Background: an optimization exercise with open tools, aiming at small area and few clock cycles. Do not read the settings as production practice. Function was checked by simulation only, so behaviour that the tests miss may differ from the original. Power figures rest on the tool's default switching activity, not on a simulated workload.

## yarrow
==> flow/design.v <==
module drawing_engine (input  wire        clk,
                       input  wire        rst,
                       input  wire        req,
                       input  wire  [1:0] cmd,
                       output wire        ack,
                       output wire        busy,
                       input  wire [15:0] r0,
                       input  wire [15:0] r1,
                       input  wire [15:0] r2,
                       input  wire [15:0] r3,
                       input  wire [15:0] r4,
                       input  wire [15:0] r5,
                       input  wire [15:0] r6,
                       input  wire [15:0] r7,
                       output wire        de_req,
                       input  wire        de_ack,
                       output wire [17:0] de_addr,
                       output wire  [3:0] de_nbyte,
                       output wire [31:0] de_data);
function automatic [20:0] radd(input [19:0] a, input [19:0] b, input ci);
  integer i;
  reg c;
  begin
    c = ci;
    for (i = 0; i < 20; i = i + 1) begin
      radd[i] = a[i] ^ b[i] ^ c;
      c = (a[i] & b[i]) | (a[i] & c) | (b[i] & c);
    end
    radd[20] = c;
  end
endfunction
localparam S_IDLE  = 3'd0,
           S_LINE0 = 3'd1,
           S_LINE1 = 3'd2,
           S_LINE  = 3'd3,
           S_RINI  = 3'd4,
           S_RECT  = 3'd6,
           S_CLEAR = 3'd7;
reg  [2:0]  st;
reg  [19:0] p;
reg  [11:0] e;
reg         q;
reg  [9:0]  n;
reg  [3:0]  m;
wire s_idle  = (st == S_IDLE);
wire s_line0 = (st == S_LINE0);
wire s_line  = (st == S_LINE);
wire s_rini  = (st == S_RINI);
wire s_rect  = (st == S_RECT);
wire s_clear = (st == S_CLEAR);
wire [20:0] n_dec = radd({10'd0, n}, 20'hfffff, 1'b0);
wire        l_sub = ~e[11] | s_line0;
wire [11:0] l_x   = s_rini ? {1'b0, r1[8:0], 2'b00} :
                    l_sub   ? 12'd0 : {1'b0, r0[9:0], 1'b0};
wire [11:0] l_y   = s_rini ? {9'd0, r0[9:7]} : ~{1'b0, r1[9:0], 1'b0};
wire [11:0] l_cs  = e ^ l_x ^ l_y;
wire [11:0] l_cc  = (e & l_x) | (e & l_y) | (l_x & l_y);
wire [20:0] l_sum = radd({8'd0, l_cs}, {8'd0, l_cc[10:0], ~s_rini}, 1'b0);
wire [20:0] l_cmp = radd({10'd0, r0[9:0]}, {10'd0, ~r1[9:0]}, 1'b1);
wire        l_wrap = ~l_sub & ~l_cmp[10] & ~s_rini;           
wire [11:0] l_tn  = {l_sum[11] ^ l_wrap, l_sum[10:0]};
wire        s1z = ~|r2[10:2], s1o = &r2[10:2];
wire        s2z = ~|r3[10:2], s2o = &r3[10:2];
wire  [1:0] l_s1  = q ? r2[1:0] : r3[1:0];
wire        l_z1  = q ? s1z : s2z;
wire        l_o1  = q ? s1o : s2o;
wire  [1:0] l_s2  = ~e[11] ? r2[1:0] : r3[1:0];
wire        l_z2  = ~e[11] ? s1z : s2z;
wire        l_o2  = ~e[11] ? s1o : s2o;
wire        l_end  = (n == 10'd0);
wire        l_end2 = (n == 10'd1);
wire  [2:0] l_lo  = {1'b0, l_s1} + {1'b0, p[1:0]};
wire        l_same  = ~l_end & (l_lo[2] ? l_o1 : l_z1);
wire  [2:0] l_lo2 = {1'b0, l_s2} + {1'b0, l_lo[1:0]};
wire        l_same2 = ~l_end2 & (l_lo2[2] ? l_o2 : l_z2);
wire  [3:0] l_bit  = 4'b0001 << p[1:0];
wire  [3:0] l_bit2 = l_same ? (4'b0001 << l_lo[1:0]) : 4'b0000;
wire  [7:0] r_w   = r2[15:8];
wire  [7:0] r_h   = r2[7:0];
wire [20:0] r_wx  = radd({12'd0, r_w}, {{18{~|r0[1:0]}}, r0[1:0] - 2'd1}, 1'b0);
wire  [6:0] r_nw1 = r_wx[8:2];            
wire  [1:0] r_xe  = r_wx[1:0];            
wire [20:0] r_row = radd({12'd0, e[7:0]}, 20'd0, 1'b1);
wire  [7:0] r_row1 = r_row[7:0];
wire        r_lastrow = (r_row1 == r_h);
wire        r_lastw = (n[6:0] == 7'd0);
wire        r_dir   = m[0];
wire        r_first = m[1];
wire        r_left  = r_dir ? r_lastw : r_first;
wire        r_right = r_dir ? r_first : r_lastw;
wire  [3:0] r_lmask = 4'b1111 << r0[1:0];
wire  [3:0] r_rmask = 4'b1111 >> (2'd3 - r_xe);
wire  [3:0] r_mask  = (r_left ? r_lmask : 4'b1111) & (r_right ? r_rmask : 4'b1111);
wire  [2:0] r_py  = r1[2:0] + e[2:0];
reg  [15:0] r_pr;
always @(*)
  case (r_py[2:1])
    2'd0: r_pr = r4;
    2'd1: r_pr = r5;
    2'd2: r_pr = r6;
    default: r_pr = r7;
  endcase
wire  [7:0] r_rowb = r_py[0] ? r_pr[15:8] : r_pr[7:0];
wire  [3:0] r_pat  = {4{s_rect}} & (p[2] ? r_rowb[3:0] : r_rowb[7:4]);
wire        c_last = (p[19:2] == 18'd76799);
reg  [10:0] addb;
always @(*)
  if (s_line)       addb = q ? r2[10:0] : r3[10:0];
  else if (s_rect)  addb = r_lastw ? 11'd640 : (r_dir ? 11'h7fc : 11'd4);
  else              addb = 11'd4;
wire [20:0] plo  = radd({9'd0, p[10:0]}, {9'd0, addb}, 1'b0);
wire  [8:0] phu  = p[19:11] ^ {9{addb[10]}};
reg   [8:0] pht;
integer pi;
always @(*) begin
  pht[0] = 1'b1;
  for (pi = 1; pi < 9; pi = pi + 1)
    pht[pi] = pht[pi-1] & phu[pi-1];
end
wire [19:0] psum = {p[19:11] ^ (pht & {9{plo[11] ^ addb[10]}}), plo[10:0]};
wire fin = s_line ? l_end
         : s_rect ? (r_lastw & r_lastrow)
         : c_last;
assign busy    = ~s_idle;
assign ack     = (de_ack & fin & (s_line | s_rect | s_clear)) |
                 (s_rini & (r_w == 8'd0));
assign de_req  = ~de_ack & ((s_line & ~(l_same & l_same2)) | s_rect | s_clear);
assign de_addr = p[19:2];
assign de_nbyte = s_line ? ~(m | l_bit | l_bit2) : s_rect ? ~r_mask : 4'b0000;
wire  [7:0] col = s_line ? r6[7:0] : r0[7:0];
wire  [7:0] c0  = s_rect ? r3[15:8] : col;
wire  [7:0] c1  = r3[7:0];
assign de_data = {r_pat[0] ? c1 : c0, r_pat[1] ? c1 : c0,
                  r_pat[2] ? c1 : c0, r_pat[3] ? c1 : c0};
always @(posedge clk)
  if (rst)
    st <= S_IDLE;
  else
    case (st)
      S_IDLE:
        if (req)
          case (cmd)
            2'd0: begin
                  st <= S_LINE0;
                  p  <= {r5[3:0], r4};
                  e  <= {2'b00, r0[9:0]};
                  n  <= r0[9:0];
                  m  <= 4'b0000;
                  end
            2'd1: begin
                  st <= S_RINI;
                  e  <= {3'd0, r1[8:0]};
                  end
            2'd2: begin
                  st <= S_CLEAR;
                  p  <= 20'd0;
                  end
            default: ;
          endcase
      S_LINE0: begin
        st <= S_LINE1;
        e  <= l_tn;
        end
      S_LINE1: begin
        st <= S_LINE;
        q  <= ~e[11];
        e  <= l_tn;
        end
      S_LINE:
        if (de_ack | l_same) begin
          if (de_ack & l_end)
            st <= S_IDLE;
          else begin
            p <= psum;
            q <= ~e[11];
            e <= l_tn;
            n <= n_dec[9:0];
            m <= de_ack ? 4'b0000 : (m | l_bit);
          end
        end
      S_RINI: begin
        st <= (r_w == 8'd0) ? S_IDLE : S_RECT;
        p  <= {1'b0, l_tn, r0[6:0]};
        e  <= 12'd0;
        n  <= {3'b000, r_nw1};
        m  <= 4'b0010;
        end
      S_RECT:
        if (de_ack) begin
          if (fin)
            st <= S_IDLE;
          else begin
            p <= psum;
            if (r_lastw) begin
              e <= {4'd0, r_row1};
              n <= {3'b000, r_nw1};
              m <= {2'b01, ~r_dir};
            end else begin
              n <= n_dec[9:0];
              m <= {2'b00, r_dir};
            end
          end
        end
      S_CLEAR:
        if (de_ack) begin
          if (c_last)
            st <= S_IDLE;
          else
            p <= psum;
        end
      default: st <= S_IDLE;
    endcase
endmodule
export LEC_CHECK = 0
export CAP_MARGIN = 20
export CORE_MARGIN = 2
export CORE_UTILIZATION = 55
export CTS_CLUSTER_DIAMETER = 200
export CTS_CLUSTER_SIZE = 50
export PLACE_DENSITY = 0.7
export SLEW_MARGIN = 20
create_clock -name core_clock -period 7.0 [get_ports {clk}]
standard.sh (not shown) runs the stock make flow with config.mk's settings and CLKGATE_MAP_FILE= SYNTH_SCRIPT=/design/flow/synth_recipe.tcl, a recipe that flattens the netlist after the stock synthesis.
==> flow/flow/run.sh <==
#!/bin/bash
# The standard ORFS layout, with the port buffers that placement inserts
# (one per input and output port, as standard) made of the smallest buffer
# cell, and non-critical gates downsized after global routing.
set -euo pipefail
export BUFFER_PORTS_ARGS="-buffer_cell sky130_fd_sc_hd__buf_1"
export RECOVER_POWER=100
bash standard.sh finish > standard_flow.log 2>&1
Testbench counts of yarrow, summed over its fixed seeds: cycles 75,612.
The following lists how onyx was set up differently from yarrow:
Settings: CTS_CLUSTER_SIZE: 50 -> unset; CTS_BUF_LIST: unset -> sky130_fd_sc_hd__clkbuf_8; ABC_AREA: unset -> 1; CTS_CLUSTER_DIAMETER: 200 -> unset.
==> run notes <==
- Both conditions hold for onyx: the flow ran to the end and the final layout passed the timing, DRC and antenna checks.
- Changes observed in onyx relative to yarrow: fraction of synthesized cell area in xor and xnor cells decreased 1.8 points; area fraction in compound gates after synthesis decreased 2.1 points.
- Against yarrow, onyx reports a share of layout cells above drive strength 1 that is lower.
- Relative to yarrow, onyx degrades overall die area.
Relative to onyx, the following input files were edited for garnet:
Settings: CAP_MARGIN changed from 20 to 0; SLEW_MARGIN changed from 20 to 0; CTS_BUF_LIST removed (was sky130_fd_sc_hd__clkbuf_8); ABC_AREA removed (was 1).
Findings:
- garnet: PASS, flow complete, no timing, DRC or antenna violations
- Re required time at the worst-slack endpoint: garnet is 0.02 ns down on onyx.
- Shortest clock period the worst path allows after layout (garnet over onyx): increase, 0.14 ns
- [compare] base=onyx new=garnet: number of max-slew violations in the final report barely changed; share of synthesized cell area in and, or, nand and nor gates shows a reduction of 17 points.
- Number of gates given a new drive strength after cts up 5 in garnet wrt onyx
- garnet vs onyx — adder-cell share of the synthesized area rose 1.2 points.
- The lower share of the core filled with cells in the final layout of garnet and onyx is in onyx.
Modified inputs, xenon compared to garnet
Settings: SLEW_MARGIN changed from 0 to 20; CTS_BUF_LIST newly set to sky130_fd_sc_hd__clkbuf_8; PLACE_DENSITY changed from 0.7 to 0.75; CAP_MARGIN changed from 0 to 20; CORE_UTILIZATION changed from 55 to 65.
==> comparison <==
xenon completed end to end with timing, DRC and antenna clean.
Row biggest cell delay along the critical path: xenon higher / garnet lower
A highest-delay cell along the critical path of fa_1 is what xenon shows, while fa_2 belongs to garnet.
xenon vs. garnet: leakage power total +0.89%, setup slack went down 0.086 ns.
Timing startpoint of the critical path = r3[0]: garnet; timing startpoint of the critical path = r1[0]: xenon
Inputs modified between xenon and willow:
Settings: putting GPL_TIMING_DRIVEN at 0 where nothing was set; swapping 0.75 for 0.7 in PLACE_DENSITY; clearing CTS_BUF_LIST, which used to be sky130_fd_sc_hd__clkbuf_8; swapping 65 for 55 in CORE_UTILIZATION.
Notes after the runs:
In the metrics for willow and xenon, the one carrying the higher fraction of layout cells with a size suffix above 1 is willow. willow against xenon: endpoint arrival time on the critical path went down, number of standard cells in the final layout excluding fillers went up.
Setup changes, willow to indigo
Settings: GPL_TIMING_DRIVEN removed (was 0); CTS_BUF_LIST newly set to sky130_fd_sc_hd__clkbuf_8.
- indigo and willow all finish clean.
- Synthesized area: willow vs indigo — no meaningful difference
- Pin count of the biggest net entering global routing: indigo > willow
- Between indigo and willow, it is indigo whose wire length of the first global-routing pass is lower, by 4.8%.
- Between indigo and willow, it is indigo whose post-route clock period utilization is higher, by 0.28 points.
- indigo: number of nets in the layout lower than willow
- Number of vias per cell after detailed routing, indigo and willow: higher on indigo
- Total length of routed met3 wires delta for indigo relative to willow: 240 um higher
- Wire: indigo routes less than willow
- indigo against willow: met2 capacity usage during global routing now smaller, worst setup slack now smaller.

[separate check: timing with driven ports]
How much do the figures lean on ideal ports? The routed layouts below were timed once more, with nothing changed but the port constraints.
Step 1 (the two cells are an assumption about what drives the block):
set clk [get_ports {clk}]
set_driving_cell -lib_cell sky130_fd_sc_hd__clkbuf_16 $clk
set_driving_cell -lib_cell sky130_fd_sc_hd__buf_2 [delete_from_list [all_inputs] $clk]
Step 2 times the ports against the registers' clock, not the clock port: input delays grow and output delays shrink by t, the midpoint of the rising clock arrivals with the driver on.
a / b / c = ideal / step 1 / step 2; a / b = the first two.
run | shift t [ns] | setup slack, ns | worst hold slack (ns) | worst setup path at the end | worst register clock-pin slew, ns
yarrow | 0.350 | 0.171 / 0.177 / -0.172 | 0.596 / 0.596 / 0.596 | input to register | 0.08 / 0.08
onyx | 0.365 | 0.313 / 0.325 / -0.041 | 0.554 / 0.554 / 0.554 | input to register | 0.11 / 0.11
garnet | 0.350 | 0.171 / 0.177 / -0.172 | 0.596 / 0.596 / 0.596 | input to register | 0.08 / 0.08
xenon | 0.342 | 0.085 / 0.099 / -0.243 | 0.590 / 0.590 / 0.590 | input to register | 0.11 / 0.11
willow | 0.348 | 0.175 / 0.191 / -0.157 | 0.586 / 0.586 / 0.586 | input to register | 0.09 / 0.09
indigo | 0.374 | 0.156 / 0.149 / -0.202 | 0.607 / 0.607 / 0.607 | input to register | 0.11 / 0.11
Met with ideal ports but missed after step 2: setup timing in every run listed. The setup slack of indigo, which loses most, moves by -0.007 ns with the drivers and by -0.358 ns with both steps.
